Context: an optimization exercise on an open-source flow, tuned for small area. The choices shown serve that exercise and are no tape-out recipe.
The RTL was checked by simulation tests, not by an equivalence proof against the original design.
No activity file was given, so power comes from the tool's default toggle rates.

==> flow/design.v (outline; a module is shown in full before it is edited, if it fits) <==
// module regfile: 25 lines
// module qar_gpio: 130 lines
// module qar_uart: 450 lines
// module qar_spi: 214 lines
// module qar_can: 158 lines
// module qar_timer: 220 lines
// module qar_i2c: 317 lines
// module qar_adc: 168 lines
// module qar_core: 519 lines
module qar_core #(
    parameter IMEM_DEPTH        = 64,
    parameter DMEM_DEPTH        = 256,
    parameter USE_INTERNAL_IMEM = 0,
    parameter USE_INTERNAL_DMEM = 0,
    parameter IMEM_DATA_WIDTH   = 32,
    parameter DMEM_DATA_WIDTH   = 32,
    parameter ICACHE_ENTRIES    = 0
) (
    input  wire        clk,
    input  wire        rst_n,
    output wire        imem_valid,
    output wire [31:0] imem_addr,
    input  wire        imem_ready,
    input  wire [IMEM_DATA_WIDTH-1:0] imem_rdata,
    output wire        mem_valid,
    output wire        mem_we,
    output wire [31:0] mem_addr,
    output wire [DMEM_DATA_WIDTH-1:0] mem_wdata,
    input  wire        mem_ready,
    input  wire [DMEM_DATA_WIDTH-1:0] mem_rdata,
    input  wire        irq_timer,
    input  wire        irq_external,
    output reg         irq_timer_ack,
    output reg         irq_external_ack,
    input  wire [31:0] gpio_in,
    output wire [31:0] gpio_out,
    output wire [31:0] gpio_dir,
    output wire        gpio_irq,
    output wire        uart_tx,
    input  wire        uart_rx,
    output wire        uart_de,
    output wire        uart_re,
    output wire        spi_sck,
    output wire        spi_mosi,
    input  wire        spi_miso,
    output wire [3:0]  spi_cs_n,
    output wire        i2c_scl,
    output wire        i2c_sda_out,
    input  wire        i2c_sda_in,
    output wire        i2c_sda_oe,
    input  wire [11:0] adc_ch0,
    input  wire [11:0] adc_ch1,
    input  wire [11:0] adc_ch2,
    input  wire [11:0] adc_ch3
);
  // ...
==> flow/flow/run.sh <==
#!/bin/bash
# Layout flow: the standard ORFS flow (standard.sh), with these changes:
#  1. synthesis maps the combinational logic with an area-oriented ABC script
#     (flow/area.abc) instead of ORFS's delay-oriented one. Everything else in
#     synthesis is the standard flow's own script, so the registers (names, count, cell
#     types) are exactly those of the standard synthesis: ABC only maps the
#     logic between them.
#  2. clock tree: clkbuf_16 buffers, sink clusters of at most 20 sinks within
#     100 um, no dummy loads (CTS_ARGS below).
#  3. (optional, OWN_PORT_BUFFER) the cell used for the port buffers.
# Every tool's output goes to the ORFS logs under orfs/logs/, and make's
# output to flow_make.log in this folder.
set -euo pipefail
W=$(pwd)

# ORFS synth.tcl, with the ABC call given our script
sed 's|^  log_cmd abc {\*}\$abc_args$|  lset abc_args 1 $::env(OWN_ABC_SCRIPT)\n  log_cmd abc {*}$abc_args|' \
    "$FLOW_HOME/scripts/synth.tcl" > "$W/own_synth_core.tcl"
grep -q 'OWN_ABC_SCRIPT' "$W/own_synth_core.tcl"
# The standard flow's synthesis wrapper, sourcing the synth.tcl above
sed "s|source \$::env(SCRIPTS_DIR)/synth.tcl|source $W/own_synth_core.tcl|" \
    "$W/synth_recipe.tcl" > "$W/own_synth.tcl"
grep -q 'own_synth_core' "$W/own_synth.tcl"

export OWN_ABC_SCRIPT="$W/flow/area.abc"
export CTS_ARGS="-sink_clustering_enable -repair_clock_nets -sink_clustering_size 20 -sink_clustering_max_diameter 100 -buf_list sky130_fd_sc_hd__clkbuf_16 -dont_use_dummy_load"

if [[ -f "$W/flow/port_buffer" ]]; then
    export BUFFER_PORTS_ARGS="-buffer_cell $(cat "$W/flow/port_buffer")"
fi

bash "$W/standard.sh" SYNTH_SCRIPT="$W/own_synth.tcl" finish > "$W/flow_make.log" 2>&1
==> flow/flow/area.abc <==
&get -n
&st
&dc2
&dch -f
&nf -R 1000 -a
&put
topo
stime -c
dnsize -c
==> flow/flow/port_buffer <==
sky130_fd_sc_hd__buf_1
==> flow/standard.sh <==
#!/bin/bash
# synth_recipe.tcl (not shown) runs the flow's synth.tcl, then flattens the netlist and writes it again
# the make line also repeats each setting of config.mk as NAME=value (left out here)
make -C /OpenROAD-flow-scripts/flow DESIGN_CONFIG=/design/flow/config.mk WORK_HOME=/design/flow/orfs CLKGATE_MAP_FILE= SYNTH_SCRIPT=/design/flow/synth_recipe.tcl "${@:-finish}"
==> flow/config.mk <==
export PLATFORM = sky130hd
export DESIGN_NAME = qar_core
export DESIGN_NICKNAME = qar_core
export VERILOG_FILES = /design/flow/design.v
export SDC_FILE = /design/flow/constraint.sdc
export NUM_CORES = 8
export LEC_CHECK = 0
export CAP_MARGIN = 35
export CORE_MARGIN = 2
export CORE_UTILIZATION = 52
export SETUP_SLACK_MARGIN = 0.3
export SLEW_MARGIN = 30
==> flow/constraint.sdc <==
create_clock -name core_clock -period 13.0 [get_ports {clk}]
set_input_delay 2.6000 -clock core_clock [delete_from_list [all_inputs] [get_ports {clk}]]
set_output_delay 2.6000 -clock core_clock [all_outputs]
set_load 0.01 [all_outputs]
==> out/results.ini, run 1 <==
[outcome]
outcome=no timing/DRC/antenna violations

[final_layout]
n_antenna_cell=150
largest_reg_flops=992
area_growth_syn_to_layout_pct=10.6
n_all_buffers=1151

[placement]
port_buffers=326
dpl.cell_count=28700
place_area_sq_mm=0.259

[yosys]
synth_ff_type=edfxtp_1
yosys.area_share.xor_xnor=0.0228

[sta]
finalSetupViolCount=0
relSlewSlack=0.234
fin_ws_ns=0.827
period_needed_ns=12.17

[clock_network]
cts_sinks=5229
clk_pin_slew_worst_paths_ns=0.08
cts_tree=built
cts-root-buf=clkbuf_16

[worst_setup_path]
max_stage_delay_ns=0.79
crit_start=ex_instr[5]
cp_data_required_time_ns=13.74

[route]
viasPerCell=7.15

[power]
powerClk_mw=9.79
intPower_mw=27.0
vdd_drop_max_uv=317

[hold_path]
worstHoldStart=uart0.rx_sync1

[floorplan]
taps=6174

[global_route]
grt_pass1_vias=189000
antenna_found_initial=136

==> module qar_gpio, before the edit <==
module qar_gpio #(
    parameter WIDTH = 32
) (
    input  wire             clk,
    input  wire             rst_n,
    input  wire             write_en,
    input  wire             read_en,
    input  wire [4:0]       addr_word,  
    input  wire [31:0]      wdata,
    output reg  [31:0]      rdata,
    input  wire [WIDTH-1:0] gpio_in,
    input  wire             alt_pwm0,
    input  wire             alt_pwm1,
    output wire [WIDTH-1:0] gpio_out,
    output reg  [WIDTH-1:0] gpio_dir,
    output wire             irq
);
    reg  [31:0] gpio_out_reg;
    reg [1:0] alt_pwm_sel;
    reg [31:2] alt_pwm_sel_hi;         
    reg        alt_pwm_sel_hi_written;
    reg  [31:0] irq_enable;
    reg  [31:0] irq_status;
    reg  [31:0] irq_rise_mask;
    reg  [31:0] irq_fall_mask;
    reg  [31:0] last_input;
    reg  [31:0] debounce_enable;
    reg  [15:0] debounce_cycles;
    reg  [31:0] debounced_input;
    reg  [15:0] debounce_counter [0:31];
    wire [31:0] gpio_hw_out = {gpio_out_reg[31:2],
                               alt_pwm_sel[1] ? alt_pwm1 : gpio_out_reg[1],
                               alt_pwm_sel[0] ? alt_pwm0 : gpio_out_reg[0]};
    assign gpio_out = gpio_hw_out;
    assign irq = |(irq_enable & irq_status);
    wire [31:0] filtered_input_only = (~gpio_dir) & debounced_input;
    wire [31:0] irq_events = ((~last_input) & filtered_input_only & irq_rise_mask) |
                             (last_input & (~filtered_input_only) & irq_fall_mask);
    wire wr_dir  = write_en && addr_word == 5'd0;
    wire wr_out  = write_en && addr_word == 5'd1;
    wire wr_set  = write_en && addr_word == 5'd3;
    wire wr_clr  = write_en && addr_word == 5'd4;
    wire wr_ien  = write_en && addr_word == 5'd5;
    wire wr_ist  = write_en && addr_word == 5'd6;
    wire wr_alt  = write_en && addr_word == 5'd7;
    wire wr_rise = write_en && addr_word == 5'd8;
    wire wr_fall = write_en && addr_word == 5'd9;
    wire wr_dben = write_en && addr_word == 5'd10;
    wire wr_dbc  = write_en && addr_word == 5'd11;
    function automatic uge16(input [15:0] a, input [15:0] b);
        integer j;
        reg g;
        begin
            g = 1'b1;
            for (j = 0; j < 16; j = j + 1)
                g = (a[j] & ~b[j]) | ((a[j] | ~b[j]) & g);
            uge16 = g;
        end
    endfunction
    wire [15:0] db_threshold = {debounce_cycles[15:1], debounce_cycles[0] | (debounce_cycles == 16'd0)};
    reg [31:0] db_reached;
    integer i;
    always @(*) begin
        for (i = 0; i < 32; i = i + 1)
            db_reached[i] = uge16(debounce_counter[i], db_threshold);
    end
    always @(posedge clk) begin
        for (i = 0; i < 32; i = i + 1) begin
            if (gpio_dir[i] || !debounce_enable[i] || (gpio_in[i] == debounced_input[i]) || db_reached[i])
                debounce_counter[i] <= 16'd0;
            else
                debounce_counter[i] <= debounce_counter[i] + 16'd1;
        end
    end
    always @(posedge clk) begin
        if (wr_alt)
            alt_pwm_sel_hi <= wdata[31:2];
    end
    always @(posedge clk or negedge rst_n) begin
        if (!rst_n) begin
            gpio_dir        <= 32'b0;
            gpio_out_reg    <= 32'b0;
            alt_pwm_sel     <= 2'd0;
            alt_pwm_sel_hi_written <= 1'b0;
            irq_enable      <= 32'b0;
            irq_status      <= 32'b0;
            irq_rise_mask   <= 32'hFFFF_FFFF;
            irq_fall_mask   <= 32'b0;
            last_input      <= 32'b0;
            debounce_enable <= 32'b0;
            debounce_cycles <= 16'd32;
            debounced_input <= 32'b0;
        end else begin
            if (wr_dir)  gpio_dir <= wdata;
            for (i = 0; i < 32; i = i + 1)
                if (wr_out || ((wr_set || wr_clr) && wdata[i]))
                    gpio_out_reg[i] <= wr_out ? wdata[i] : wr_set;
            if (wr_ien)  irq_enable <= wdata;
            if (wr_alt)  alt_pwm_sel <= wdata[1:0];
            if (wr_alt)  alt_pwm_sel_hi_written <= 1'b1;
            if (wr_rise) irq_rise_mask <= wdata;
            if (wr_fall) irq_fall_mask <= wdata;
            if (wr_dben) debounce_enable <= wdata;
            if (wr_dbc)  debounce_cycles <= wdata[15:0];
            for (i = 0; i < 32; i = i + 1) begin
                if (gpio_dir[i])
                    debounced_input[i] <= gpio_hw_out[i];
                else if (!debounce_enable[i] || db_reached[i])
                    debounced_input[i] <= gpio_in[i];
            end
            irq_status <= (irq_status & ~({32{wr_ist}} & wdata)) | irq_events;
            last_input <= filtered_input_only;
        end
    end
    always @(*) begin
        case (addr_word)
            5'd0:  rdata = gpio_dir;
            5'd1:  rdata = gpio_out_reg;
            5'd2:  rdata = (gpio_dir & gpio_hw_out) | filtered_input_only;
            5'd5:  rdata = irq_enable;
            5'd6:  rdata = irq_status;
            5'd7:  rdata = {(alt_pwm_sel_hi_written ? alt_pwm_sel_hi : 30'b0), alt_pwm_sel};
            5'd8:  rdata = irq_rise_mask;
            5'd9:  rdata = irq_fall_mask;
            5'd10: rdata = debounce_enable;
            5'd11: rdata = {16'b0, debounce_cycles};
            default: rdata = 32'b0;
        endcase
    end
endmodule
==> module qar_uart, before the edit <==
module qar_uart #(
    parameter FIFO_DEPTH = 8,
    parameter CLOCK_HZ   = 50_000_000
) (
    input  wire        clk,
    input  wire        rst_n,
    input  wire        bus_write,
    input  wire        bus_read,
    input  wire [3:0]  addr_word,
    input  wire [31:0] wdata,
    output reg  [31:0] rdata,
    output reg         tx,
    input  wire        rx,
    output reg         rs485_de,
    output reg         rs485_re,
    output wire        irq
);
    reg [5:0] ctrl;
    reg [31:6] ctrl_hi;         
    reg        ctrl_hi_written;
    reg [31:0] baud_div;
    reg [6:0] irq_en;
    reg [31:7] irq_en_hi;         
    reg        irq_en_hi_written;
    reg [6:0]  irq_status;       
    reg [4:0] rs485_ctrl;
    reg [31:5] rs485_ctrl_hi;         
    reg        rs485_ctrl_hi_written;
    reg [11:0] status;           
    reg [31:0] idle_cfg;
    reg [15:0] lin_ctrl;
    reg [31:16] lin_ctrl_hi;         
    reg        lin_ctrl_hi_written;
    reg [31:0] lin_cmd_hi;         
    reg        lin_cmd_hi_written;
    reg [16:0] lin_slave_ctrl;
    reg [31:17] lin_slave_ctrl_hi;         
    reg        lin_slave_ctrl_hi_written;
    reg [7:0]  lin_sync_byte;
    reg [7:0]  lin_id_byte;
    reg        lin_header_valid;
    reg        lin_sync_error;
    reg [1:0]  lin_header_state;
    reg        lin_wait_delimiter;
    reg [7:0]  lin_tx_header_id;
    reg        lin_auto_header_pending;
    reg [1:0]  lin_auto_state;
    reg        lin_slave_armed;
    reg        lin_slave_tx_pending;
    reg        lin_slave_underflow;
    reg        lin_break_pending;
    reg        lin_break_active;
    reg [3:0]  tx_head, tx_tail;
    reg [3:0]  rx_head, rx_tail;
    reg [4:0]  tx_bits_remaining;
    reg        idle_irq_pending;
    reg        rx_busy;
    reg        rx_sync1, rx_sync2;
    reg [31:0] tx_tick;
    reg [7:0]  tx_fifo [0:7];
    reg [7:0]  rx_fifo [0:7];
    reg [11:0] tx_shift;
    reg [31:0] rx_counter;
    reg [31:0] idle_counter;
    reg [4:0]  rx_bit_index;
    reg [7:0]  rx_data_latch;
    reg        rx_parity_latch;
    reg        rx_parity_enable_latch;
    reg        rx_parity_odd_latch;
    reg        rx_two_stop_latch;
    reg        rx_stop_error;
    reg        rx_start_error;
    reg [15:0] lin_break_counter;
    reg [31:0] lin_rx_tick;
    reg [15:0] lin_rx_low_counter;
    reg [7:0]  lin_slave_bytes_remaining;
    wire tx_fifo_full  = {1'b0, tx_head} == {1'b0, tx_tail} + 5'd8;   
    wire tx_fifo_empty = (tx_head == tx_tail);
    wire rx_fifo_full  = {1'b0, rx_head} == {1'b0, rx_tail} + 5'd8;
    wire rx_fifo_empty = (rx_head == rx_tail);
    assign irq = |(irq_en[6:0] & irq_status);
    wire ctrl_enable     = ctrl[0];
    wire ctrl_parity_en  = ctrl[1];
    wire ctrl_parity_odd = ctrl[2];
    wire ctrl_two_stop   = ctrl[3];
    wire ctrl_lin_mode   = ctrl[5];
    wire [15:0] lin_break_length = (lin_ctrl[15:0] == 16'd0) ? 16'd13 : lin_ctrl[15:0];
    wire        lin_slave_enable   = lin_slave_ctrl[16];
    wire [7:0]  lin_slave_match_id = lin_slave_ctrl[15:8];
    wire [7:0]  lin_slave_resp_len = lin_slave_ctrl[7:0];
    wire        lin_slave_gate_block = lin_slave_enable && lin_slave_armed && !lin_slave_tx_pending;
    wire [4:0] frame_bits = {1'b0, 2'b10, ctrl_parity_en & ctrl_two_stop, ctrl_parity_en ^ ctrl_two_stop} + 5'd2;
    wire wr_data   = bus_write && addr_word == 4'h0;
    wire wr_irqst  = bus_write && addr_word == 4'h5;
    wire wr_cmd    = bus_write && addr_word == 4'h9;
    wire wr_slave  = bus_write && addr_word == 4'hC;
    wire tx_push   = wr_data && !tx_fifo_full;
    wire rx_pop    = bus_read && addr_word == 4'h0 && !rx_fifo_empty;
    wire break_start = ctrl_lin_mode && !lin_break_active && lin_break_pending && ctrl_enable &&
                       tx_bits_remaining == 5'd0 && (tx_fifo_empty || lin_slave_gate_block);
    wire tick_due    = tx_tick >= baud_div;
    wire brk_run     = ctrl_enable && lin_break_active;
    wire brk_end     = brk_run && tick_due && ({16'b0, lin_break_counter} >= lin_break_length);
    wire tx_idle     = ctrl_enable && !lin_break_active && tx_bits_remaining == 5'd0;
    wire auto_start  = tx_idle && lin_auto_state != 2'b00;
    wire underflow   = tx_idle && lin_auto_state == 2'b00 && lin_slave_tx_pending && tx_fifo_empty;
    wire fifo_start  = tx_idle && lin_auto_state == 2'b00 && !(lin_slave_tx_pending && tx_fifo_empty) &&
                       !tx_fifo_empty && !lin_slave_gate_block;
    wire frame_start = auto_start || fifo_start;
    wire tx_run      = ctrl_enable && !lin_break_active && tx_bits_remaining != 5'd0;
    wire tx_shift_now = tx_run && tick_due;
    wire [7:0] tx_byte = auto_start ? ((lin_auto_state == 2'b01) ? 8'h55 : lin_tx_header_id)
                                    : tx_fifo[tx_tail[2:0]];
    wire tx_par = ^tx_byte ^ ctrl_parity_odd;
    wire [11:0] tx_frame = ctrl_parity_en ? {2'b11, tx_par, tx_byte, 1'b0} : {3'b111, tx_byte, 1'b0};
    wire rx_idle     = ctrl_enable && !rx_busy;
    wire rx_delim    = rx_idle && ctrl_lin_mode && lin_wait_delimiter;
    wire rx_start    = rx_idle && !(ctrl_lin_mode && lin_wait_delimiter) && !rx_sync2;
    wire idle_run    = rx_idle && !(ctrl_lin_mode && lin_wait_delimiter) && rx_sync2 && idle_cfg != 32'b0;
    wire idle_hit    = idle_run && !idle_irq_pending && (idle_counter >= idle_cfg);
    wire rx_sample   = ctrl_enable && rx_busy && (rx_counter >= baud_div);
    wire [4:0] rx_last_index = 5'd9 + {4'b0, rx_parity_enable_latch} + {4'b0, rx_two_stop_latch};
    wire rx_end      = rx_sample && (rx_bit_index == rx_last_index);
    wire rx_err      = rx_start_error || rx_stop_error;
    wire rx_par_bad  = rx_parity_enable_latch && ((^rx_data_latch ^ rx_parity_odd_latch) != rx_parity_latch);
    wire rx_good     = rx_end && !rx_err && !rx_par_bad;
    wire rx_header   = rx_good && ctrl_lin_mode && lin_header_state != 2'b00;
    wire rx_sync_hdr = rx_header && lin_header_state == 2'b01;
    wire rx_id_hdr   = rx_header && lin_header_state != 2'b01;
    wire slave_match = rx_id_hdr && lin_slave_enable && lin_slave_armed && lin_slave_resp_len != 8'd0 &&
                       rx_data_latch == lin_slave_match_id;
    wire rx_push     = rx_good && !rx_header && !rx_fifo_full;
    wire rx_overflow = rx_good && !rx_header && rx_fifo_full;
    wire lin_low     = ctrl_lin_mode && ctrl_enable && !rx_sync2;
    wire lin_tick    = lin_low && (lin_rx_tick >= baud_div);
    wire lin_brk     = lin_tick && ({1'b0, lin_rx_low_counter} + 17'd1 >= {1'b0, lin_break_length});
    always @(posedge clk) begin
        if (tx_push)
            tx_fifo[tx_head[2:0]] <= wdata[7:0];
        if (rx_push)
            rx_fifo[rx_head[2:0]] <= rx_data_latch;
        if (frame_start)
            tx_shift <= tx_frame;
        else if (tx_shift_now)
            tx_shift <= {1'b1, tx_shift[11:1]};
        if (rx_start)
            rx_counter <= {1'b0, baud_div[31:1]};
        else if (rx_sample)
            rx_counter <= 32'b0;
        else if (ctrl_enable && rx_busy)
            rx_counter <= rx_counter + 32'd1;
        if (lin_brk || !ctrl_enable || rx_start)
            rx_bit_index <= 5'd0;
        else if (rx_sample)
            rx_bit_index <= rx_bit_index + 5'd1;
        if (rx_start) begin
            rx_parity_enable_latch <= ctrl_parity_en;
            rx_parity_odd_latch    <= ctrl_parity_odd;
            rx_two_stop_latch      <= ctrl_two_stop;
        end
        if (rx_start) begin
            rx_data_latch   <= 8'b0;
            rx_parity_latch <= 1'b0;
            rx_stop_error   <= 1'b0;
            rx_start_error  <= 1'b0;
        end else if (rx_sample) begin
            case (rx_bit_index)
                5'd0: if (rx_sync2) rx_start_error <= 1'b1;
                5'd1: rx_data_latch[0] <= rx_sync2;
                5'd2: rx_data_latch[1] <= rx_sync2;
                5'd3: rx_data_latch[2] <= rx_sync2;
                5'd4: rx_data_latch[3] <= rx_sync2;
                5'd5: rx_data_latch[4] <= rx_sync2;
                5'd6: rx_data_latch[5] <= rx_sync2;
                5'd7: rx_data_latch[6] <= rx_sync2;
                5'd8: rx_data_latch[7] <= rx_sync2;
                default: begin
                    if (rx_parity_enable_latch && rx_bit_index == 5'd9)
                        rx_parity_latch <= rx_sync2;
                    else if (!rx_sync2)
                        rx_stop_error <= 1'b1;
                end
            endcase
        end
        if (!ctrl_enable || rx_start || rx_delim)
            idle_counter <= 32'b0;
        else if (rx_idle && rx_sync2 && idle_cfg == 32'b0)
            idle_counter <= 32'b0;
        else if (idle_run && !idle_irq_pending)
            idle_counter <= idle_counter + 32'd1;
        else if (wr_irqst && wdata[3])
            idle_counter <= 32'b0;
        if (break_start)
            lin_break_counter <= 16'd0;
        else if (brk_run && tick_due) begin
            if ({16'b0, lin_break_counter} >= lin_break_length)
                lin_break_counter <= 16'd0;
            else
                lin_break_counter <= lin_break_counter + 16'd1;
        end
        if (!lin_low) begin
            lin_rx_low_counter <= 16'd0;
            lin_rx_tick <= 32'b0;
        end else if (lin_tick) begin
            lin_rx_tick <= 32'b0;
            if (lin_rx_low_counter != 16'hFFFF)
                lin_rx_low_counter <= lin_rx_low_counter + 16'd1;
        end else begin
            lin_rx_tick <= lin_rx_tick + 32'd1;
        end
        if (slave_match)
            lin_slave_bytes_remaining <= lin_slave_resp_len;
        else if (fifo_start && lin_slave_tx_pending && lin_slave_bytes_remaining > 8'd1)
            lin_slave_bytes_remaining <= lin_slave_bytes_remaining - 8'd1;
    end
    always @(posedge clk) begin
        if (bus_write && addr_word == 4'h2)
            ctrl_hi <= wdata[31:6];
    end
    always @(posedge clk) begin
        if (bus_write && addr_word == 4'h4)
            irq_en_hi <= wdata[31:7];
    end
    always @(posedge clk) begin
        if (bus_write && addr_word == 4'h6)
            rs485_ctrl_hi <= wdata[31:5];
    end
    always @(posedge clk) begin
        if (bus_write && addr_word == 4'h8)
            lin_ctrl_hi <= wdata[31:16];
    end
    always @(posedge clk) begin
        if (wr_cmd)
            lin_cmd_hi <= wdata[31:0];
    end
    always @(posedge clk) begin
        if (wr_slave)
            lin_slave_ctrl_hi <= wdata[31:17];
    end
    always @(posedge clk or negedge rst_n) begin
        if (!rst_n) begin
            ctrl        <= 6'd1;
            ctrl_hi_written <= 1'b0;
            baud_div    <= CLOCK_HZ / 115200;
            irq_en      <= 7'd0;
            irq_en_hi_written <= 1'b0;
            irq_status  <= 7'b0;
            rs485_ctrl  <= 5'd1;
            rs485_ctrl_hi_written <= 1'b0;
            status      <= 12'b0;
            idle_cfg    <= 32'b0;
            lin_ctrl    <= 16'd13;
            lin_ctrl_hi_written <= 1'b0;
            lin_cmd_hi_written <= 1'b0;
            lin_sync_byte <= 8'h55;
            lin_id_byte   <= 8'h00;
            lin_header_valid <= 1'b0;
            lin_sync_error   <= 1'b0;
            lin_header_state <= 2'b00;
            lin_wait_delimiter <= 1'b0;
            lin_tx_header_id <= 8'h00;
            lin_auto_header_pending <= 1'b0;
            lin_auto_state <= 2'b00;
            lin_slave_ctrl <= 17'd0;
            lin_slave_ctrl_hi_written <= 1'b0;
            lin_slave_armed <= 1'b0;
            lin_slave_tx_pending <= 1'b0;
            lin_slave_underflow <= 1'b0;
            lin_break_pending <= 1'b0;
            lin_break_active  <= 1'b0;
            tx_head     <= 4'd0;
            tx_tail     <= 4'd0;
            rx_head     <= 4'd0;
            rx_tail     <= 4'd0;
            tx          <= 1'b1;
            tx_bits_remaining <= 5'd0;
            tx_tick     <= 32'b0;
            idle_irq_pending <= 1'b0;
            rx_busy     <= 1'b0;
            rx_sync1    <= 1'b1;
            rx_sync2    <= 1'b1;
        end else begin
            rx_sync1 <= rx;
            rx_sync2 <= rx_sync1;
            if (bus_write && addr_word == 4'h2) ctrl <= wdata[5:0];
            if (bus_write && addr_word == 4'h2) ctrl_hi_written <= 1'b1;
            if (bus_write && addr_word == 4'h3) baud_div <= wdata;
            if (bus_write && addr_word == 4'h4) irq_en <= wdata[6:0];
            if (bus_write && addr_word == 4'h4) irq_en_hi_written <= 1'b1;
            if (bus_write && addr_word == 4'h6) rs485_ctrl <= wdata[4:0];
            if (bus_write && addr_word == 4'h6) rs485_ctrl_hi_written <= 1'b1;
            if (bus_write && addr_word == 4'h7) idle_cfg <= wdata;
            if (bus_write && addr_word == 4'h8) lin_ctrl <= wdata[15:0];
            if (bus_write && addr_word == 4'h8) lin_ctrl_hi_written <= 1'b1;
            if (wr_cmd)                         lin_cmd_hi_written <= 1'b1;
            if (bus_write && addr_word == 4'hA) lin_tx_header_id <= wdata[7:0];
            if (wr_slave)                       lin_slave_ctrl <= wdata[16:0];
            if (wr_slave)                       lin_slave_ctrl_hi_written <= 1'b1;
            if (tx_push) tx_head <= tx_head + 4'd1;
            if (fifo_start) tx_tail <= tx_tail + 4'd1;
            if (rx_pop) rx_tail <= rx_tail + 4'd1;
            if (lin_brk || (wr_cmd && wdata[2] && !rx_push))
                rx_head <= rx_tail;
            else if (rx_push)
                rx_head <= rx_head + 4'd1;
            irq_status[0] <= lin_brk ? 1'b0 :
                             rx_push ? 1'b1 :
                             (rx_pop && {1'b0, rx_head} == {1'b0, rx_tail} + 5'd1) || (wr_cmd && wdata[2]) ? 1'b0 :
                             irq_status[0] && !(wr_irqst && wdata[0]);
            irq_status[1] <= (tx_shift_now && tx_bits_remaining == 5'd1 && tx_fifo_empty) ? 1'b1 :
                             tx_push ? 1'b0 :
                             irq_status[1] && !(wr_irqst && wdata[1]);
            irq_status[2] <= (rx_end && (rx_err || rx_par_bad)) || rx_overflow ||
                             (irq_status[2] && !(wr_irqst && wdata[2]));
            irq_status[3] <= idle_hit || (irq_status[3] && !(wr_irqst && wdata[3]));
            irq_status[4] <= (lin_brk && !status[7]) || brk_end ? 1'b1 :
                             (wr_cmd && wdata[1]) ? 1'b0 :
                             (wr_cmd && wdata[0]) ? 1'b1 :
                             irq_status[4] && !(wr_irqst && wdata[4]);
            irq_status[5] <= rx_id_hdr || (irq_status[5] && !(wr_irqst && wdata[5]));
            irq_status[6] <= underflow || (irq_status[6] && !(wr_irqst && wdata[6]));
            status[0]  <= !rx_fifo_empty;
            status[1]  <= !tx_fifo_full;
            status[4]  <= (tx_bits_remaining != 5'd0) || lin_break_active;
            status[8]  <= lin_header_valid;
            status[9]  <= lin_sync_error;
            status[10] <= lin_slave_tx_pending;
            status[11] <= lin_slave_underflow;
            status[2]  <= (rx_end && rx_err) || (status[2] && !(wr_irqst && wdata[2]));
            status[3]  <= rx_overflow || (status[3] && !(wr_irqst && wdata[2]));
            status[5]  <= (rx_end && !rx_err && rx_par_bad) || (status[5] && !(wr_irqst && wdata[2]));
            status[6]  <= idle_hit || (status[6] && !(wr_irqst && wdata[3]));
            status[7]  <= (lin_brk && !status[7]) || brk_end ? 1'b1 :
                          (wr_cmd && wdata[1]) ? 1'b0 :
                          (wr_cmd && wdata[0]) ? 1'b1 : status[7];
            if (idle_hit)
                idle_irq_pending <= 1'b1;
            else if (!ctrl_enable || rx_start || rx_delim || (wr_irqst && wdata[3]))
                idle_irq_pending <= 1'b0;
            if (lin_brk || (wr_cmd && wdata[2] && !rx_header))
                lin_header_state <= 2'b01;
            else if (rx_sync_hdr)
                lin_header_state <= 2'b10;
            else if (rx_id_hdr)
                lin_header_state <= 2'b00;
            if (lin_brk)
                lin_header_valid <= 1'b0;
            else if (rx_id_hdr)
                lin_header_valid <= 1'b1;
            else if (wr_cmd && wdata[2])
                lin_header_valid <= 1'b0;
            if (lin_brk)
                lin_sync_error <= 1'b0;
            else if (rx_sync_hdr)
                lin_sync_error <= (rx_data_latch != 8'h55);
            else if (wr_cmd && wdata[2])
                lin_sync_error <= 1'b0;
            if (rx_sync_hdr) lin_sync_byte <= rx_data_latch;
            if (rx_id_hdr)   lin_id_byte   <= rx_data_latch;
            if (lin_brk)
                lin_wait_delimiter <= 1'b1;
            else if (rx_delim && rx_sync2)
                lin_wait_delimiter <= 1'b0;
            else if (wr_cmd && wdata[2])
                lin_wait_delimiter <= 1'b1;
            if (break_start || brk_end)
                lin_break_pending <= 1'b0;
            else if (wr_cmd && (wdata[0] || wdata[3]))
                lin_break_pending <= 1'b1;
            if (brk_end)
                lin_break_active <= 1'b0;
            else if (break_start)
                lin_break_active <= 1'b1;
            if (brk_end && lin_auto_header_pending)
                lin_auto_header_pending <= 1'b0;
            else if (wr_cmd && wdata[3])
                lin_auto_header_pending <= 1'b1;
            if (brk_end && lin_auto_header_pending)
                lin_auto_state <= 2'b01;
            else if (auto_start)
                lin_auto_state <= (lin_auto_state == 2'b01) ? 2'b10 : 2'b00;
            if (slave_match)
                lin_slave_armed <= 1'b0;
            else if (wr_slave && !wdata[16])
                lin_slave_armed <= 1'b0;
            else if (wr_cmd && wdata[5])
                lin_slave_armed <= 1'b0;
            else if (wr_cmd && wdata[4])
                lin_slave_armed <= lin_slave_enable && lin_slave_resp_len != 8'd0;
            if (slave_match)
                lin_slave_tx_pending <= 1'b1;
            else if (underflow || (fifo_start && lin_slave_tx_pending && lin_slave_bytes_remaining <= 8'd1) ||
                     (wr_slave && !wdata[16]) || (wr_cmd && (wdata[4] || wdata[5])))
                lin_slave_tx_pending <= 1'b0;
            if (slave_match)
                lin_slave_underflow <= 1'b0;
            else if (underflow)
                lin_slave_underflow <= 1'b1;
            else if ((wr_slave && !wdata[16]) || (wr_cmd && (wdata[4] || wdata[5])) || (wr_irqst && wdata[6]))
                lin_slave_underflow <= 1'b0;
            if (!ctrl_enable)
                tx <= 1'b1;
            else if (lin_break_active)
                tx <= !brk_end ? 1'b0 : 1'b1;
            else if (tx_shift_now)
                tx <= tx_shift[0];
            if (!ctrl_enable || lin_break_active)
                tx_bits_remaining <= 5'd0;
            else if (frame_start)
                tx_bits_remaining <= frame_bits;
            else if (tx_shift_now)
                tx_bits_remaining <= tx_bits_remaining - 5'd1;
            if (ctrl_enable && (lin_break_active || tx_bits_remaining != 5'd0))
                tx_tick <= tick_due ? 32'b0 : tx_tick + 32'd1;
            else if (frame_start || (!ctrl_enable && !lin_break_active))
                tx_tick <= 32'b0;
            if (lin_brk || !ctrl_enable || rx_end)
                rx_busy <= 1'b0;
            else if (rx_start)
                rx_busy <= 1'b1;
        end
    end
    always @(*) begin
        if (rs485_ctrl[0]) begin
            rs485_de = rs485_ctrl[1] ^ ((tx_bits_remaining != 5'd0) || !tx_fifo_empty);
            rs485_re = rs485_ctrl[2] ^ !((tx_bits_remaining != 5'd0) || !tx_fifo_empty);
        end else begin
            rs485_de = rs485_ctrl[1] ^ rs485_ctrl[3];
            rs485_re = rs485_ctrl[2] ^ rs485_ctrl[4];
        end
    end
    always @(*) begin
        case (addr_word)
            4'h0: rdata = rx_fifo_empty ? 32'b0 : {24'b0, rx_fifo[rx_tail[2:0]]};
            4'h1: rdata = {20'b0, status};
            4'h2: rdata = {(ctrl_hi_written ? ctrl_hi : 26'b0), ctrl};
            4'h3: rdata = baud_div;
            4'h4: rdata = {(irq_en_hi_written ? irq_en_hi : 25'b0), irq_en};
            4'h5: rdata = {25'b0, irq_status};
            4'h6: rdata = {(rs485_ctrl_hi_written ? rs485_ctrl_hi : 27'b0), rs485_ctrl};
            4'h7: rdata = idle_cfg;
            4'h8: rdata = {(lin_ctrl_hi_written ? lin_ctrl_hi : 16'b0), lin_ctrl};
            4'h9: rdata = (lin_cmd_hi_written ? lin_cmd_hi : 32'b0);
            4'hA: rdata = {24'b0, lin_tx_header_id};
            4'hB: rdata = {16'b0, lin_id_byte, lin_sync_byte};
            4'hC: rdata = {(lin_slave_ctrl_hi_written ? lin_slave_ctrl_hi : 15'b0), lin_slave_ctrl};
            default: rdata = 32'b0;
        endcase
    end
endmodule
==> module qar_can, before the edit <==
module qar_can #(
    parameter CLK_HZ = 50_000_000
) (
    input  wire        clk,
    input  wire        rst_n,
    input  wire        bus_write,
    input  wire        bus_read,
    input  wire [5:0]  addr_word,
    input  wire [31:0] wdata,
    output reg  [31:0] rdata,
    output wire        irq
);
    reg [3:0] ctrl;
    reg [31:4] ctrl_hi;         
    reg        ctrl_hi_written;
    reg [2:0]  status;           
    reg [31:0] bittime;          
    reg        bittime_written;
    reg [31:0] err_counter;
    reg [2:0] irq_en;
    reg [31:3] irq_en_hi;         
    reg        irq_en_hi_written;
    reg [2:0]  irq_status;       
    reg [31:0] filter_id;
    reg [31:0] filter_mask;
    reg [31:0] tx_id;
    reg [31:0] tx_dlc;
    reg [31:0] tx_data0;
    reg [31:0] tx_data1;
    reg [31:0] rx_fifo_id [0:3];
    reg [31:0] rx_fifo_dlc[0:3];
    reg [31:0] rx_fifo_data0[0:3];
    reg [31:0] rx_fifo_data1[0:3];
    reg [2:0]  rx_head;
    reg [2:0]  rx_tail;
    wire [2:0] rx_entries = rx_head - rx_tail;
    wire ctrl_enable      = ctrl[0];
    wire ctrl_loopback    = ctrl[1];
    wire ctrl_quiet       = ctrl[2];
    wire ctrl_filter_byp  = ctrl[3];
    assign irq = |(irq_en[2:0] & irq_status);
    always @(posedge clk) begin
        if (bus_write && addr_word == 6'h0)
            ctrl_hi <= wdata[31:4];
    end
    always @(posedge clk) begin
        if (bus_write && addr_word == 6'h4)
            irq_en_hi <= wdata[31:3];
    end
    always @(posedge clk) begin
        if (bus_write && addr_word == 6'h2)
            bittime <= wdata;
    end
    always @(posedge clk or negedge rst_n) begin
        if (!rst_n) begin
            ctrl        <= 4'd1;
            ctrl_hi_written <= 1'b0;
            status      <= 3'h2;
            bittime_written <= 1'b0;
            err_counter <= 32'h0;
            irq_en      <= 3'd0;
            irq_en_hi_written <= 1'b0;
            irq_status  <= 3'h0;
            filter_id   <= 32'h0;
            filter_mask <= 32'h0;
            tx_id       <= 32'h0;
            tx_dlc      <= 32'h0;
            tx_data0    <= 32'h0;
            tx_data1    <= 32'h0;
            rx_head     <= 0;
            rx_tail     <= 0;
        end else begin
            if (bus_write) begin
                case (addr_word)
                    6'h0: begin ctrl <= wdata[3:0]; ctrl_hi_written <= 1'b1; end
                    6'h2: bittime_written <= 1'b1;
                    6'h3: err_counter <= wdata;
                    6'h4: begin irq_en <= wdata[2:0]; irq_en_hi_written <= 1'b1; end
                    6'h5: begin
                        irq_status <= irq_status & ~wdata[2:0];
                        if (wdata[0])
                            status[0] <= 1'b0;
                        if (wdata[1])
                            status[1] <= 1'b1;
                    end
                    6'h6: filter_id <= wdata;
                    6'h7: filter_mask <= wdata;
                    6'h8: tx_id <= wdata;
                    6'h9: tx_dlc <= wdata;
                    6'hA: tx_data0 <= wdata;
                    6'hB: tx_data1 <= wdata;
                    6'hC: begin
                        if (ctrl_enable) begin
                            status[1] <= 1'b0;
                            if (ctrl_loopback && !ctrl_quiet &&
                                (ctrl_filter_byp || ((tx_id & filter_mask) == (filter_id & filter_mask)))) begin
                                if (rx_entries < 4) begin
                                    rx_fifo_id[rx_head[1:0]]    <= tx_id;
                                    rx_fifo_dlc[rx_head[1:0]]   <= tx_dlc;
                                    rx_fifo_data0[rx_head[1:0]] <= tx_data0;
                                    rx_fifo_data1[rx_head[1:0]] <= tx_data1;
                                    rx_head <= rx_head + 1;
                                    status[0] <= 1'b1;
                                    irq_status[0] <= 1'b1;
                                end else begin
                                    err_counter <= err_counter + 1;
                                    status[2] <= 1'b1;
                                    irq_status[2] <= 1'b1;
                                end
                            end
                            status[1] <= 1'b1;
                            irq_status[1] <= 1'b1;
                        end
                    end
                    6'h11: begin
                        if (wdata[1]) begin
                            rx_tail <= rx_head;
                            status[0] <= 1'b0;
                        end else if (wdata[0] && rx_entries != 0) begin
                            rx_tail <= rx_tail + 1;
                            if (rx_entries == 1)
                                status[0] <= 1'b0;
                        end
                        if (wdata[2]) begin
                            status[2] <= 1'b0;
                            irq_status[2] <= 1'b0;
                        end
                    end
                    default: ;
                endcase
            end
        end
    end
    always @(*) begin
        begin
            case (addr_word)
                6'h0: rdata = {(ctrl_hi_written ? ctrl_hi : 28'b0), ctrl};
                6'h1: rdata = {29'b0, status[2], 1'b1, status[0]};
                6'h2: rdata = bittime_written ? bittime : 32'h0000_0013;
                6'h3: rdata = err_counter;
                6'h4: rdata = {(irq_en_hi_written ? irq_en_hi : 29'b0), irq_en};
                6'h5: rdata = {29'b0, irq_status};
                6'h6: rdata = filter_id;
                6'h7: rdata = filter_mask;
                6'h8: rdata = tx_id;
                6'h9: rdata = tx_dlc;
                6'hA: rdata = tx_data0;
                6'hB: rdata = tx_data1;
                6'hD: rdata = (rx_entries == 3'd0) ? 32'b0 : rx_fifo_id[rx_tail[1:0]];
                6'hE: rdata = (rx_entries == 3'd0) ? 32'b0 : rx_fifo_dlc[rx_tail[1:0]];
                6'hF: rdata = (rx_entries == 3'd0) ? 32'b0 : rx_fifo_data0[rx_tail[1:0]];
                6'h10:rdata = (rx_entries == 3'd0) ? 32'b0 : rx_fifo_data1[rx_tail[1:0]];
                6'h11:rdata = {28'b0, status[2], 1'b0, rx_entries};
                default: rdata = 32'b0;
            endcase
        end
    end
endmodule
==> run 2, diff against run 1 <==
--- a/flow/design.v
+++ b/flow/design.v
@@ -34,7 +34,8 @@
     input  wire             write_en,
     input  wire             read_en,
     input  wire [4:0]       addr_word,  
-    input  wire [31:0]      wdata,
+    input  wire [31:0]      wdata,      
+    input  wire [31:0]      wdata_s,    
     output reg  [31:0]      rdata,
     input  wire [WIDTH-1:0] gpio_in,
     input  wire             alt_pwm0,
@@ -104,32 +105,42 @@
         if (wr_alt)
             alt_pwm_sel_hi <= wdata[31:2];
     end
+    always @(posedge clk) begin
+        if ((wr_ien) || !rst_n)
+            irq_enable <= wdata[31:0];
+    end
+    always @(posedge clk) begin
+        if ((wr_rise) || !rst_n)
+            irq_rise_mask <= (wdata[31:0] & ~32'hFFFFFFFF) | (wdata_s[31:0] & 32'hFFFFFFFF);
+    end
+    always @(posedge clk) begin
+        if ((wr_fall) || !rst_n)
+            irq_fall_mask <= wdata[31:0];
+    end
+    always @(posedge clk) begin
+        if ((wr_dben) || !rst_n)
+            debounce_enable <= wdata[31:0];
+    end
+    always @(posedge clk) begin
+        if ((wr_dbc) || !rst_n)
+            debounce_cycles <= (wdata[15:0] & ~16'h20) | (wdata_s[15:0] & 16'h20);
+    end
     always @(posedge clk or negedge rst_n) begin
         if (!rst_n) begin
             gpio_dir        <= 32'b0;
             gpio_out_reg    <= 32'b0;
             alt_pwm_sel     <= 2'd0;
             alt_pwm_sel_hi_written <= 1'b0;
-            irq_enable      <= 32'b0;
             irq_status      <= 32'b0;
-            irq_rise_mask   <= 32'hFFFF_FFFF;
-            irq_fall_mask   <= 32'b0;
             last_input      <= 32'b0;
-            debounce_enable <= 32'b0;
-            debounce_cycles <= 16'd32;
             debounced_input <= 32'b0;
         end else begin
             if (wr_dir)  gpio_dir <= wdata;
             for (i = 0; i < 32; i = i + 1)
                 if (wr_out || ((wr_set || wr_clr) && wdata[i]))
                     gpio_out_reg[i] <= wr_out ? wdata[i] : wr_set;
-            if (wr_ien)  irq_enable <= wdata;
             if (wr_alt)  alt_pwm_sel <= wdata[1:0];
             if (wr_alt)  alt_pwm_sel_hi_written <= 1'b1;
-            if (wr_rise) irq_rise_mask <= wdata;
-            if (wr_fall) irq_fall_mask <= wdata;
-            if (wr_dben) debounce_enable <= wdata;
-            if (wr_dbc)  debounce_cycles <= wdata[15:0];
             for (i = 0; i < 32; i = i + 1) begin
                 if (gpio_dir[i])
                     debounced_input[i] <= gpio_hw_out[i];
@@ -167,7 +178,8 @@
     input  wire        bus_write,
     input  wire        bus_read,
     input  wire [3:0]  addr_word,
-    input  wire [31:0] wdata,
+    input  wire [31:0] wdata,     
+    input  wire [31:0] wdata_s,   
     output reg  [31:0] rdata,
     output reg         tx,
     input  wire        rx,
@@ -397,19 +409,42 @@
         if (wr_slave)
             lin_slave_ctrl_hi <= wdata[31:17];
     end
+    always @(posedge clk) begin
+        if ((bus_write && addr_word == 4'h2) || !rst_n)
+            ctrl <= (wdata[5:0] & ~6'h1) | (wdata_s[5:0] & 6'h1);
+    end
+    always @(posedge clk) begin
+        if ((bus_write && addr_word == 4'h3) || !rst_n)
+            baud_div <= (wdata[31:0] & ~32'h1B2) | (wdata_s[31:0] & 32'h1B2);
+    end
+    always @(posedge clk) begin
+        if ((bus_write && addr_word == 4'h4) || !rst_n)
+            irq_en <= wdata[6:0];
+    end
+    always @(posedge clk) begin
+        if ((bus_write && addr_word == 4'h7) || !rst_n)
+            idle_cfg <= wdata[31:0];
+    end
+    always @(posedge clk) begin
+        if ((bus_write && addr_word == 4'h8) || !rst_n)
+            lin_ctrl <= (wdata[15:0] & ~16'hD) | (wdata_s[15:0] & 16'hD);
+    end
+    always @(posedge clk) begin
+        if ((bus_write && addr_word == 4'hA) || !rst_n)
+            lin_tx_header_id <= wdata[7:0];
+    end
+    always @(posedge clk) begin
+        if ((wr_slave) || !rst_n)
+            lin_slave_ctrl <= wdata[16:0];
+    end
     always @(posedge clk or negedge rst_n) begin
         if (!rst_n) begin
-            ctrl        <= 6'd1;
             ctrl_hi_written <= 1'b0;
-            baud_div    <= CLOCK_HZ / 115200;
-            irq_en      <= 7'd0;
             irq_en_hi_written <= 1'b0;
             irq_status  <= 7'b0;
             rs485_ctrl  <= 5'd1;
             rs485_ctrl_hi_written <= 1'b0;
             status      <= 12'b0;
-            idle_cfg    <= 32'b0;
-            lin_ctrl    <= 16'd13;
             lin_ctrl_hi_written <= 1'b0;
             lin_cmd_hi_written <= 1'b0;
             lin_sync_byte <= 8'h55;
@@ -418,10 +453,8 @@
             lin_sync_error   <= 1'b0;
             lin_header_state <= 2'b00;
             lin_wait_delimiter <= 1'b0;
-            lin_tx_header_id <= 8'h00;
             lin_auto_header_pending <= 1'b0;
             lin_auto_state <= 2'b00;
-            lin_slave_ctrl <= 17'd0;
             lin_slave_ctrl_hi_written <= 1'b0;
             lin_slave_armed <= 1'b0;
             lin_slave_tx_pending <= 1'b0;
@@ -442,19 +475,12 @@
         end else begin
             rx_sync1 <= rx;
             rx_sync2 <= rx_sync1;
-            if (bus_write && addr_word == 4'h2) ctrl <= wdata[5:0];
             if (bus_write && addr_word == 4'h2) ctrl_hi_written <= 1'b1;
-            if (bus_write && addr_word == 4'h3) baud_div <= wdata;
-            if (bus_write && addr_word == 4'h4) irq_en <= wdata[6:0];
             if (bus_write && addr_word == 4'h4) irq_en_hi_written <= 1'b1;
             if (bus_write && addr_word == 4'h6) rs485_ctrl <= wdata[4:0];
             if (bus_write && addr_word == 4'h6) rs485_ctrl_hi_written <= 1'b1;
-            if (bus_write && addr_word == 4'h7) idle_cfg <= wdata;
-            if (bus_write && addr_word == 4'h8) lin_ctrl <= wdata[15:0];
             if (bus_write && addr_word == 4'h8) lin_ctrl_hi_written <= 1'b1;
             if (wr_cmd)                         lin_cmd_hi_written <= 1'b1;
-            if (bus_write && addr_word == 4'hA) lin_tx_header_id <= wdata[7:0];
-            if (wr_slave)                       lin_slave_ctrl <= wdata[16:0];
             if (wr_slave)                       lin_slave_ctrl_hi_written <= 1'b1;
             if (tx_push) tx_head <= tx_head + 4'd1;
             if (fifo_start) tx_tail <= tx_tail + 4'd1;
@@ -618,7 +644,8 @@
     input  wire        bus_write,
     input  wire        bus_read,
     input  wire [5:0]  addr_word,
-    input  wire [31:0] wdata,
+    input  wire [31:0] wdata,     
+    input  wire [31:0] wdata_s,   
     output reg  [31:0] rdata,
     output wire        irq,
     output wire        spi_sck,
@@ -732,15 +759,24 @@
         if (bus_write && addr_word == 6'h6)
             irq_en_hi <= wdata[31:6];
     end
+    always @(posedge clk) begin
+        if ((bus_write && addr_word == 6'h2) || !rst_n)
+            clkdiv <= (wdata[15:0] & ~16'h1) | (wdata_s[15:0] & 16'h1);
+    end
+    always @(posedge clk) begin
+        if ((bus_write && addr_word == 6'h5) || !rst_n)
+            cs_select <= (wdata[3:0] & ~4'h1) | (wdata_s[3:0] & 4'h1);
+    end
+    always @(posedge clk) begin
+        if ((bus_write && addr_word == 6'h6) || !rst_n)
+            irq_en <= wdata[5:0];
+    end
     always @(posedge clk or negedge rst_n) begin
         if (!rst_n) begin
             ctrl       <= 5'd1;
             ctrl_hi_written <= 1'b0;
-            clkdiv     <= 16'd1;
             clkdiv_hi_written <= 1'b0;
-            cs_select  <= 4'd1;
             cs_select_hi_written <= 1'b0;
-            irq_en     <= 6'd0;
             irq_en_hi_written <= 1'b0;
             irq_status <= 6'h0;
             tx_overflow_flag <= 1'b0;
@@ -757,11 +793,8 @@
         end else begin
             if (bus_write && addr_word == 6'h0) ctrl <= wdata[4:0];
             if (bus_write && addr_word == 6'h0) ctrl_hi_written <= 1'b1;
-            if (bus_write && addr_word == 6'h2) clkdiv <= wdata[15:0];
             if (bus_write && addr_word == 6'h2) clkdiv_hi_written <= 1'b1;
-            if (bus_write && addr_word == 6'h5) cs_select <= wdata[3:0];
             if (bus_write && addr_word == 6'h5) cs_select_hi_written <= 1'b1;
-            if (bus_write && addr_word == 6'h6) irq_en <= wdata[5:0];
             if (bus_write && addr_word == 6'h6) irq_en_hi_written <= 1'b1;
             if (tx_ovf)
                 tx_overflow_flag <= 1'b1;
@@ -834,7 +867,8 @@
     input  wire        bus_write,
     input  wire        bus_read,
     input  wire [5:0]  addr_word,
-    input  wire [31:0] wdata,
+    input  wire [31:0] wdata,     
+    input  wire [31:0] wdata_s,   
     output reg  [31:0] rdata,
     output wire        irq
 );
@@ -879,31 +913,55 @@
         if (bus_write && addr_word == 6'h2)
             bittime <= wdata;
     end
+    always @(posedge clk) begin
+        if ((bus_write && addr_word == 6'h0) || !rst_n)
+            ctrl <= (wdata[3:0] & ~4'h1) | (wdata_s[3:0] & 4'h1);
+    end
+    always @(posedge clk) begin
+        if ((bus_write && addr_word == 6'h4) || !rst_n)
+            irq_en <= wdata[2:0];
+    end
+    always @(posedge clk) begin
+        if ((bus_write && addr_word == 6'h6) || !rst_n)
+            filter_id <= wdata[31:0];
+    end
+    always @(posedge clk) begin
+        if ((bus_write && addr_word == 6'h7) || !rst_n)
+            filter_mask <= wdata[31:0];
+    end
+    always @(posedge clk) begin
+        if ((bus_write && addr_word == 6'h8) || !rst_n)
+            tx_id <= wdata[31:0];
+    end
+    always @(posedge clk) begin
+        if ((bus_write && addr_word == 6'h9) || !rst_n)
+            tx_dlc <= wdata[31:0];
+    end
+    always @(posedge clk) begin
+        if ((bus_write && addr_word == 6'hA) || !rst_n)
+            tx_data0 <= wdata[31:0];
+    end
+    always @(posedge clk) begin
+        if ((bus_write && addr_word == 6'hB) || !rst_n)
+            tx_data1 <= wdata[31:0];
+    end
     always @(posedge clk or negedge rst_n) begin
         if (!rst_n) begin
-            ctrl        <= 4'd1;
             ctrl_hi_written <= 1'b0;
             status      <= 3'h2;
             bittime_written <= 1'b0;
             err_counter <= 32'h0;
-            irq_en      <= 3'd0;
             irq_en_hi_written <= 1'b0;
             irq_status  <= 3'h0;
-            filter_id   <= 32'h0;
-            filter_mask <= 32'h0;
-            tx_id       <= 32'h0;
-            tx_dlc      <= 32'h0;
-            tx_data0    <= 32'h0;
-            tx_data1    <= 32'h0;
             rx_head     <= 0;
             rx_tail     <= 0;
         end else begin
             if (bus_write) begin
                 case (addr_word)
-                    6'h0: begin ctrl <= wdata[3:0]; ctrl_hi_written <= 1'b1; end
+                    6'h0: ctrl_hi_written <= 1'b1;
                     6'h2: bittime_written <= 1'b1;
                     6'h3: err_counter <= wdata;
-                    6'h4: begin irq_en <= wdata[2:0]; irq_en_hi_written <= 1'b1; end
+                    6'h4: irq_en_hi_written <= 1'b1;
                     6'h5: begin
                         irq_status <= irq_status & ~wdata[2:0];
                         if (wdata[0])
@@ -911,12 +969,6 @@
                         if (wdata[1])
                             status[1] <= 1'b1;
                     end
-                    6'h6: filter_id <= wdata;
-                    6'h7: filter_mask <= wdata;
-                    6'h8: tx_id <= wdata;
-                    6'h9: tx_dlc <= wdata;
-                    6'hA: tx_data0 <= wdata;
-                    6'hB: tx_data1 <= wdata;
                     6'hC: begin
                         if (ctrl_enable) begin
                             status[1] <= 1'b0;
@@ -1108,45 +1160,65 @@
             if (wr_p1) pwm1_counter <= 32'h0;
         end
     end
+    always @(posedge clk) begin
+        if ((wr_ctrl) || !rst_n)
+            ctrl <= wdata[2:0];
+    end
+    always @(posedge clk) begin
+        if ((wr && addr_word == 6'h1) || !rst_n)
+            prescale <= wdata[31:0];
+    end
+    always @(posedge clk) begin
+        if ((wr && addr_word == 6'h4) || !rst_n)
+            irq_en <= wdata[4:0];
+    end
+    always @(posedge clk) begin
+        if ((wr && addr_word == 6'h6) || !rst_n)
+            cmp0_period <= wdata[31:0];
+    end
+    always @(posedge clk) begin
+        if ((wr && addr_word == 6'h8) || !rst_n)
+            cmp1_period <= wdata[31:0];
+    end
+    always @(posedge clk) begin
+        if ((wr_wload) || !rst_n)
+            wdt_load <= wdata[31:0];
+    end
+    always @(posedge clk) begin
+        if ((wr_p0) || !rst_n)
+            pwm0_period <= wdata[31:0];
+    end
+    always @(posedge clk) begin
+        if ((wr && addr_word == 6'hD) || !rst_n)
+            pwm0_duty <= wdata[31:0];
+    end
+    always @(posedge clk) begin
+        if ((wr_p1) || !rst_n)
+            pwm1_period <= wdata[31:0];
+    end
+    always @(posedge clk) begin
+        if ((wr && addr_word == 6'hF) || !rst_n)
+            pwm1_duty <= wdata[31:0];
+    end
     always @(posedge clk or negedge rst_n) begin
         if (!rst_n) begin
-            ctrl         <= 3'h0;
             ctrl_hi_written <= 1'b0;
-            prescale     <= 32'h0;
             counter      <= 32'h0;
             status       <= 5'h0;
-            irq_en       <= 5'h0;
             irq_en_hi_written <= 1'b0;
             cmp0         <= 32'h0;
-            cmp0_period  <= 32'h0;
             cmp1         <= 32'h0;
-            cmp1_period  <= 32'h0;
-            wdt_load     <= 32'h0;
             wdt_counter  <= 32'h0;
             wdt_enable   <= 1'b0;
-            pwm0_period  <= 32'h0;
-            pwm0_duty    <= 32'h0;
-            pwm1_period  <= 32'h0;
-            pwm1_duty    <= 32'h0;
             capture_ctrl_written <= 1'b0;
             capture0_written <= 1'b0;
             capture1_written <= 1'b0;
             pwm0_out     <= 1'b0;
             pwm1_out     <= 1'b0;
         end else begin
-            if (wr_ctrl)                  ctrl <= wdata[2:0];
             if (wr_ctrl)                  ctrl_hi_written <= 1'b1;
-            if (wr && addr_word == 6'h1)  prescale <= wdata;
-            if (wr && addr_word == 6'h4)  irq_en <= wdata[4:0];
             if (wr && addr_word == 6'h4)  irq_en_hi_written <= 1'b1;
-            if (wr && addr_word == 6'h6)  cmp0_period <= wdata;
-            if (wr && addr_word == 6'h8)  cmp1_period <= wdata;
-            if (wr_wload)                 wdt_load <= wdata;
             if (wr_wctl)                  wdt_enable <= wdata[0];
-            if (wr_p0)                    pwm0_period <= wdata;
-            if (wr && addr_word == 6'hD)  pwm0_duty <= wdata;
-            if (wr_p1)                    pwm1_period <= wdata;
-            if (wr && addr_word == 6'hF)  pwm1_duty <= wdata;
             if (wr_cap)                   capture_ctrl_written <= 1'b1;
             if (wr_cap && wdata[0])       capture0_written <= 1'b1;
             if (wr_cap && wdata[1])       capture1_written <= 1'b1;
@@ -1216,7 +1288,8 @@
     input  wire        bus_write,
     input  wire        bus_read,
     input  wire [5:0]  addr_word,
-    input  wire [31:0] wdata,
+    input  wire [31:0] wdata,     
+    input  wire [31:0] wdata_s,   
     output reg  [31:0] rdata,
     output wire        irq,
     output wire        scl,
@@ -1302,13 +1375,22 @@
         if (bus_write && addr_word == 6'h7)
             cmd_reg_hi <= wdata[31:4];
     end
+    always @(posedge clk) begin
+        if ((bus_write && addr_word == 6'h0) || !rst_n)
+            ctrl <= (wdata[4:0] & ~5'h1) | (wdata_s[4:0] & 5'h1);
+    end
+    always @(posedge clk) begin
+        if ((bus_write && addr_word == 6'h1) || !rst_n)
+            clkdiv <= (wdata[15:0] & ~16'h64) | (wdata_s[15:0] & 16'h64);
+    end
+    always @(posedge clk) begin
+        if ((bus_write && addr_word == 6'h3) || !rst_n)
+            irq_en <= wdata[5:0];
+    end
     always @(posedge clk or negedge rst_n) begin
         if (!rst_n) begin
-            ctrl        <= 5'd1;
             ctrl_hi_written <= 1'b0;
-            clkdiv      <= 16'd100;
             clkdiv_hi_written <= 1'b0;
-            irq_en      <= 6'd0;
             irq_en_hi_written <= 1'b0;
             irq_status  <= 6'h0;
             cmd_reg     <= 4'd0;
@@ -1333,8 +1415,8 @@
         end else begin
             if (bus_write) begin
                 case (addr_word)
-                    6'h0: begin ctrl <= wdata[4:0]; ctrl_hi_written <= 1'b1; end
-                    6'h1: begin clkdiv <= wdata[15:0]; clkdiv_hi_written <= 1'b1; end
+                    6'h0: ctrl_hi_written <= 1'b1;
+                    6'h1: clkdiv_hi_written <= 1'b1;
                     6'h2: begin
                         if (wdata[3])
                             ack_error_flag <= 1'b0;
@@ -1343,7 +1425,7 @@
                         if (wdata[5])
                             tx_overflow_flag <= 1'b0;
                     end
-                    6'h3: begin irq_en <= wdata[5:0]; irq_en_hi_written <= 1'b1; end
+                    6'h3: irq_en_hi_written <= 1'b1;
                     6'h4: begin
                         irq_status <= irq_status & ~wdata[5:0];
                         if (wdata[2]) begin
@@ -1928,7 +2010,8 @@
     wire ls_word  = ex_valid && (op_load || op_store) && f3_word;
     wire p_read   = ls_word && op_load;
     wire p_write  = ls_word && !op_load;
-    wire [31:0] bus_wdata = ex_rs2_val;
+    wire [31:0] bus_wdata   = ex_rs2_val & {32{rst_n}};
+    wire [31:0] bus_wdata_s = ex_rs2_val | {32{~rst_n}};
     wire [31:0] gpio_read_data, uart0_read_data, spi0_read_data, can0_read_data;
     wire [31:0] i2c0_read_data, adc0_read_data, timer0_read_data;
     wire uart0_irq, spi0_irq, can0_irq, i2c0_irq, adc0_irq, timer0_irq;
@@ -1936,26 +2019,26 @@
     qar_gpio #(.WIDTH(32)) gpio_inst (
         .clk(clk), .rst_n(rst_n),
         .write_en(p_write && hit_gpio), .read_en(p_read && hit_gpio),
-        .addr_word(sum[6:2]), .wdata(bus_wdata), .rdata(gpio_read_data),
+        .addr_word(sum[6:2]), .wdata(bus_wdata), .wdata_s(bus_wdata_s), .rdata(gpio_read_data),
         .gpio_in(gpio_in), .alt_pwm0(timer_pwm0), .alt_pwm1(timer_pwm1),
         .gpio_out(gpio_out), .gpio_dir(gpio_dir), .irq(gpio_irq)
     );
     qar_uart uart0 (
         .clk(clk), .rst_n(rst_n),
         .bus_write(p_write && hit_uart), .bus_read(p_read && hit_uart),
-        .addr_word(sum[5:2]), .wdata(bus_wdata), .rdata(uart0_read_data),
+        .addr_word(sum[5:2]), .wdata(bus_wdata), .wdata_s(bus_wdata_s), .rdata(uart0_read_data),
         .tx(uart_tx), .rx(uart_rx), .rs485_de(uart_de), .rs485_re(uart_re), .irq(uart0_irq)
     );
     qar_spi spi0 (
         .clk(clk), .rst_n(rst_n),
         .bus_write(p_write && hit_spi), .bus_read(p_read && hit_spi),
-        .addr_word(sum[7:2]), .wdata(bus_wdata), .rdata(spi0_read_data), .irq(spi0_irq),
+        .addr_word(sum[7:2]), .wdata(bus_wdata), .wdata_s(bus_wdata_s), .rdata(spi0_read_data), .irq(spi0_irq),
         .spi_sck(spi_sck), .spi_mosi(spi_mosi), .spi_miso(spi_miso), .spi_cs_n(spi_cs_n)
     );
     qar_can can0 (
         .clk(clk), .rst_n(rst_n),
         .bus_write(p_write && hit_can), .bus_read(p_read && hit_can),
-        .addr_word(sum[7:2]), .wdata(bus_wdata), .rdata(can0_read_data), .irq(can0_irq)
+        .addr_word(sum[7:2]), .wdata(bus_wdata), .wdata_s(bus_wdata_s), .rdata(can0_read_data), .irq(can0_irq)
     );
     qar_timer timer0 (
         .clk(clk), .rst_n(rst_n),
@@ -1966,7 +2049,7 @@
     qar_i2c i2c0 (
         .clk(clk), .rst_n(rst_n),
         .bus_write(p_write && hit_i2c), .bus_read(p_read && hit_i2c),
-        .addr_word(sum[7:2]), .wdata(bus_wdata), .rdata(i2c0_read_data), .irq(i2c0_irq),
+        .addr_word(sum[7:2]), .wdata(bus_wdata), .wdata_s(bus_wdata_s), .rdata(i2c0_read_data), .irq(i2c0_irq),
         .scl(i2c_scl), .sda_out(i2c_sda_out), .sda_in(i2c_sda_in), .sda_oe(i2c_sda_oe)
     );
     qar_adc adc0 (
--- a/flow/flow/run.sh
+++ b/flow/flow/run.sh
@@ -5,7 +5,7 @@
 #     synthesis is the standard flow's own script, so the registers (names, count, cell
 #     types) are exactly those of the standard synthesis: ABC only maps the
 #     logic between them.
-#  2. clock tree: clkbuf_16 buffers, sink clusters of at most 20 sinks within
+#  2. clock tree: clkbuf_16 buffers, sink clusters of at most 24 sinks within
 #     100 um, no dummy loads (CTS_ARGS below).
 #  3. (optional, OWN_PORT_BUFFER) the cell used for the port buffers.
 # Every tool's output goes to the ORFS logs under orfs/logs/, and make's
@@ -23,7 +23,7 @@
 grep -q 'own_synth_core' "$W/own_synth.tcl"
 
 export OWN_ABC_SCRIPT="$W/flow/area.abc"
-export CTS_ARGS="-sink_clustering_enable -repair_clock_nets -sink_clustering_size 20 -sink_clustering_max_diameter 100 -buf_list sky130_fd_sc_hd__clkbuf_16 -dont_use_dummy_load"
+export CTS_ARGS="-sink_clustering_enable -repair_clock_nets -sink_clustering_size 24 -sink_clustering_max_diameter 100 -buf_list sky130_fd_sc_hd__clkbuf_16 -dont_use_dummy_load"
 
 if [[ -f "$W/flow/port_buffer" ]]; then
     export BUFFER_PORTS_ARGS="-buffer_cell $(cat "$W/flow/port_buffer")"
--- a/flow/config.mk
+++ b/flow/config.mk
@@ -8,5 +8,5 @@
 export CAP_MARGIN = 35
 export CORE_MARGIN = 2
 export CORE_UTILIZATION = 52
-export SETUP_SLACK_MARGIN = 0.3
+export SETUP_SLACK_MARGIN = 0.1
 export SLEW_MARGIN = 30
==> out/results.ini, run 2 <==
[worst_setup_path]
r2r_cells=42  ; unchanged
slowest_stage=clkinv_1  ; was nor3_1
crit_type=reg2reg  ; unchanged
max_stage_delay_ns=1.04  ; was 0.79 ns
cp_data_required_time_ns=13.50  ; was 13.74 ns
reg2reg_from=ex_instr[4]  ; was ex_instr[5]
crit_fanout=31  ; was 33
worst-r2r-setup-slack_ns=0.46  ; was 0.83 ns

[sta]
slew_violations=0  ; unchanged
tns_ns=0  ; unchanged
rsz0062_at_grt=false  ; was true
finalCritPeriodShare=0.964  ; was 0.936
finalSetupViolCount=0  ; unchanged
hold_viol=0  ; unchanged
relSlewSlack=0.154  ; was 0.234
fin_ws_ns=0.464  ; was 0.827 ns
period_needed_ns=12.54  ; was 12.17 ns
tightest_slew_ns=1.27  ; was 1.15 ns

[placement]
dpl_worst_slack_ns=0.796  ; was 0.429 ns
hpwl_microns=783000  ; was 739,000 microns
place_area_sq_mm=0.257  ; was 0.259 sq mm
port_buffers=326  ; unchanged
place_congestion=1.09  ; about the same

[final_layout]
fin_area_sq_mm=0.265  ; was 0.268 sq mm
nNetsFinal=22600  ; was 23,900
most-common-layout-cells=edfxtp_1 (3,709), nand2_1 (1,855), a21oi_1 (1,492)  ; was edfxtp_1 (2,931), nand2_1 (2,623), o21ai_0 (1,786)
largest_reg_flops=992  ; unchanged
drive_above_1_share=0.0707  ; was 0.0697
layout_commonest_cell=edfxtp_1  ; unchanged
area_growth_syn_to_layout_pct=10.3  ; was 10.6%

[clock_network]
cts_resized=0  ; unchanged
cts_tree=built  ; unchanged
clk_pin_slew_worst_paths_ns=0.10  ; was 0.08 ns
hold_buffers=0  ; unchanged
htreeDepth=5  ; unchanged
cts-root-buf=clkbuf_16  ; unchanged
cts_max_path_buffers=4  ; unchanged
post_cts_buffers=0  ; unchanged
cts_sinks=5229  ; unchanged

[route]
antenna_left=0  ; unchanged
drt_wl_total_microns=1130000  ; was 1,090,000 microns
firstDrtPassIters=15  ; unchanged
wire_per_inst_microns=40.5  ; was 37.3 microns
drc=0  ; unchanged
viasPerCell=7.33  ; was 7.15

[hold_path]
hold_path_end=uart0.rx_sync2  ; unchanged
worstHoldStart=uart0.rx_sync1  ; unchanged
hold_path_class=reg2reg  ; unchanged

[outcome]
outcome=no timing/DRC/antenna violations  ; unchanged

[power]
vdd_drop_max_uv=314  ; was 317 uV
power_mw=51.2  ; was 45.2 mW
power_density_mw_per_mm2=194  ; was 169 mW/mm^2

[global_route]
grt_use_total=0.470  ; was 0.449
grt_pass1_wl_microns=1530000  ; was 1,500,000 microns
grt_pass1_vias=184000  ; was 189,000
grt_max_degree=102  ; was 157
antenna_found_initial=153  ; was 136

[floorplan]
core-area_sq_mm=0.460  ; was 0.464 sq mm
dieArea_sq_mm=0.467  ; was 0.471 sq mm
pin_count=331  ; unchanged

[yosys]
yosysTopAreaCell=edfxtp_1  ; unchanged
post-synth-top-count-cell=edfxtp_1  ; unchanged
synthArstFlopShare=0.156  ; was 0.305
ys_ff_latch=5229  ; unchanged
synth-edff-count=3709  ; was 2,931
synth_ff_type=edfxtp_1  ; unchanged
avgSynthCellArea_sq_um=11.8  ; was 11.3 sq um
yosysWarnings=16  ; unchanged
synth_top_area_frac=0.464  ; was 0.364
seq_area_frac_synth=0.608  ; was 0.587

[flow_run]
max-cap-violations=0  ; unchanged

run 2: changes by cell type after synthesis, moves of 40 or more:
cell / delta
o21ai_0: -524
nand2_1: -776
nor2_1: +127
edfxtp_1: +778
dfrtp_1: -729
xnor2_1: +44
a222oi_1: +56
mux2_1: -40
nor3_1: -79
dfstp_2: -49
clkinv_1: +112
a22oi_1: -56
run 2: cell type report:
type	instances	area (sq um)
Multi-Input combinational cell	14000	91700
Timing Repair Buffer	1157	8320
Fill cell	38200	195000
Tap cell	6149	7690
Antenna cell	138	345
Sequential cell	5229	146000
Clock buffer	266	6660
Inverter	1055	3980
run 2: per-layer routing:
layer | vias up | track usage | part of all wire
met5 | - | 0.00194 | 0.00048
met4 | 60 | 0.371 | 0.099
met3 | 4507 | 0.171 | 0.14
met2 | 17400 | 0.659 | 0.41
met1 | 100000 | 0.588 | 0.35
li1 | 82800 | - | -
run 2: cell families (layout without fill, tap and decap cells):
kind of cell | after synthesis | after routing | synth area share
AOI/OAI and AO/OA | 6070 | 6070 | 0.170
xor gates and xnor gates | 666 | 666 | 0.0243
adders and majority gates | 838 | 838 | 0.0454
buffers and inverters | 1091 | 2478 | 0.0176
DFF | 5229 | 5229 | 0.608
muxes | 225 | 225 | 0.0123
other | 1 | 142 | 0.0000156
and+or+nand+nor | 6158 | 6158 | 0.122
run 2: where the power goes:
| group | internal (mW) | total, mW | switching (mW) |
|---|---|---|---|
| clock network | 3.68 | 9.14 | 5.46 |
| registers | 20.8 | 21.9 | 1.15 |
| logic | 4.31 | 20.2 | 15.9 |
| total | 28.7 | 51.2 | 22.5 |
run 2: how the worst max path moves through the flow:
stage / slack (ns) / to / depth (start not counted) / from
3_5_place_dp: 0.80 / rf_inst.regs[12][8] / 42 / ex_instr[4]
3_3_place_gp: 0.68 / rf_inst.regs[18][4] / 42 / ex_instr[4]
5_1_grt: 0.14 / rf_inst.regs[13][6] / 43 / ex_instr[3]
6_report: 0.46 / rf_inst.regs[4][6] / 42 / ex_instr[4]
2_1_floorplan: 0.28 / ex_rs1_val[10] / 41 / ex_instr[3]
4_1_cts: 0.80 / rf_inst.regs[21][9] / 42 / ex_instr[4]
run 2: worst max-delay path: cells and delay by family (launching register included):
kind                     cells  cell delay (ns)
AND/OR/NAND/NOR             14             3.13
multiplexers                 1             0.24
buffers and inverters        6             2.16
AO/OA/AOI/OAI               18             4.96
XOR/XNOR                     1             0.26
adder cells (fa/ha/maj)      2             0.69
flip-flops                   1             0.57
run 2: metrics by stage:
step	hold slack [ns]	std cells	utilization
floorplan	0.345	20300	-
finish	0.364	28000	0.576
detailed placement	0.350	27500	0.560
CTS	0.366	27800	0.574
global placement	0.351	27400	0.557
global route	0.368	27800	0.575

[re-timing with driven ports]
The results above use ideal ports. As a check the final layouts listed here were re-extracted and re-timed, cells and wires unchanged.
Step 1 assumes that a clkbuf_16 drives the clock port and a buf_2 every other input.
Step 2 also shifts input and output timing later by t, the mid clock arrival at the registers, as if the neighbouring blocks saw the same clock.
Slacks: no drivers / after step 1 / after step 2; pairs: no drivers / after step 1.
run	shift t [ns]	slack for setup (ns)
run 1	1.147	0.827 / 0.827 / 0.827
run 2	1.107	0.464 / 0.464 / 0.464
After both steps every run listed still meets setup and hold.
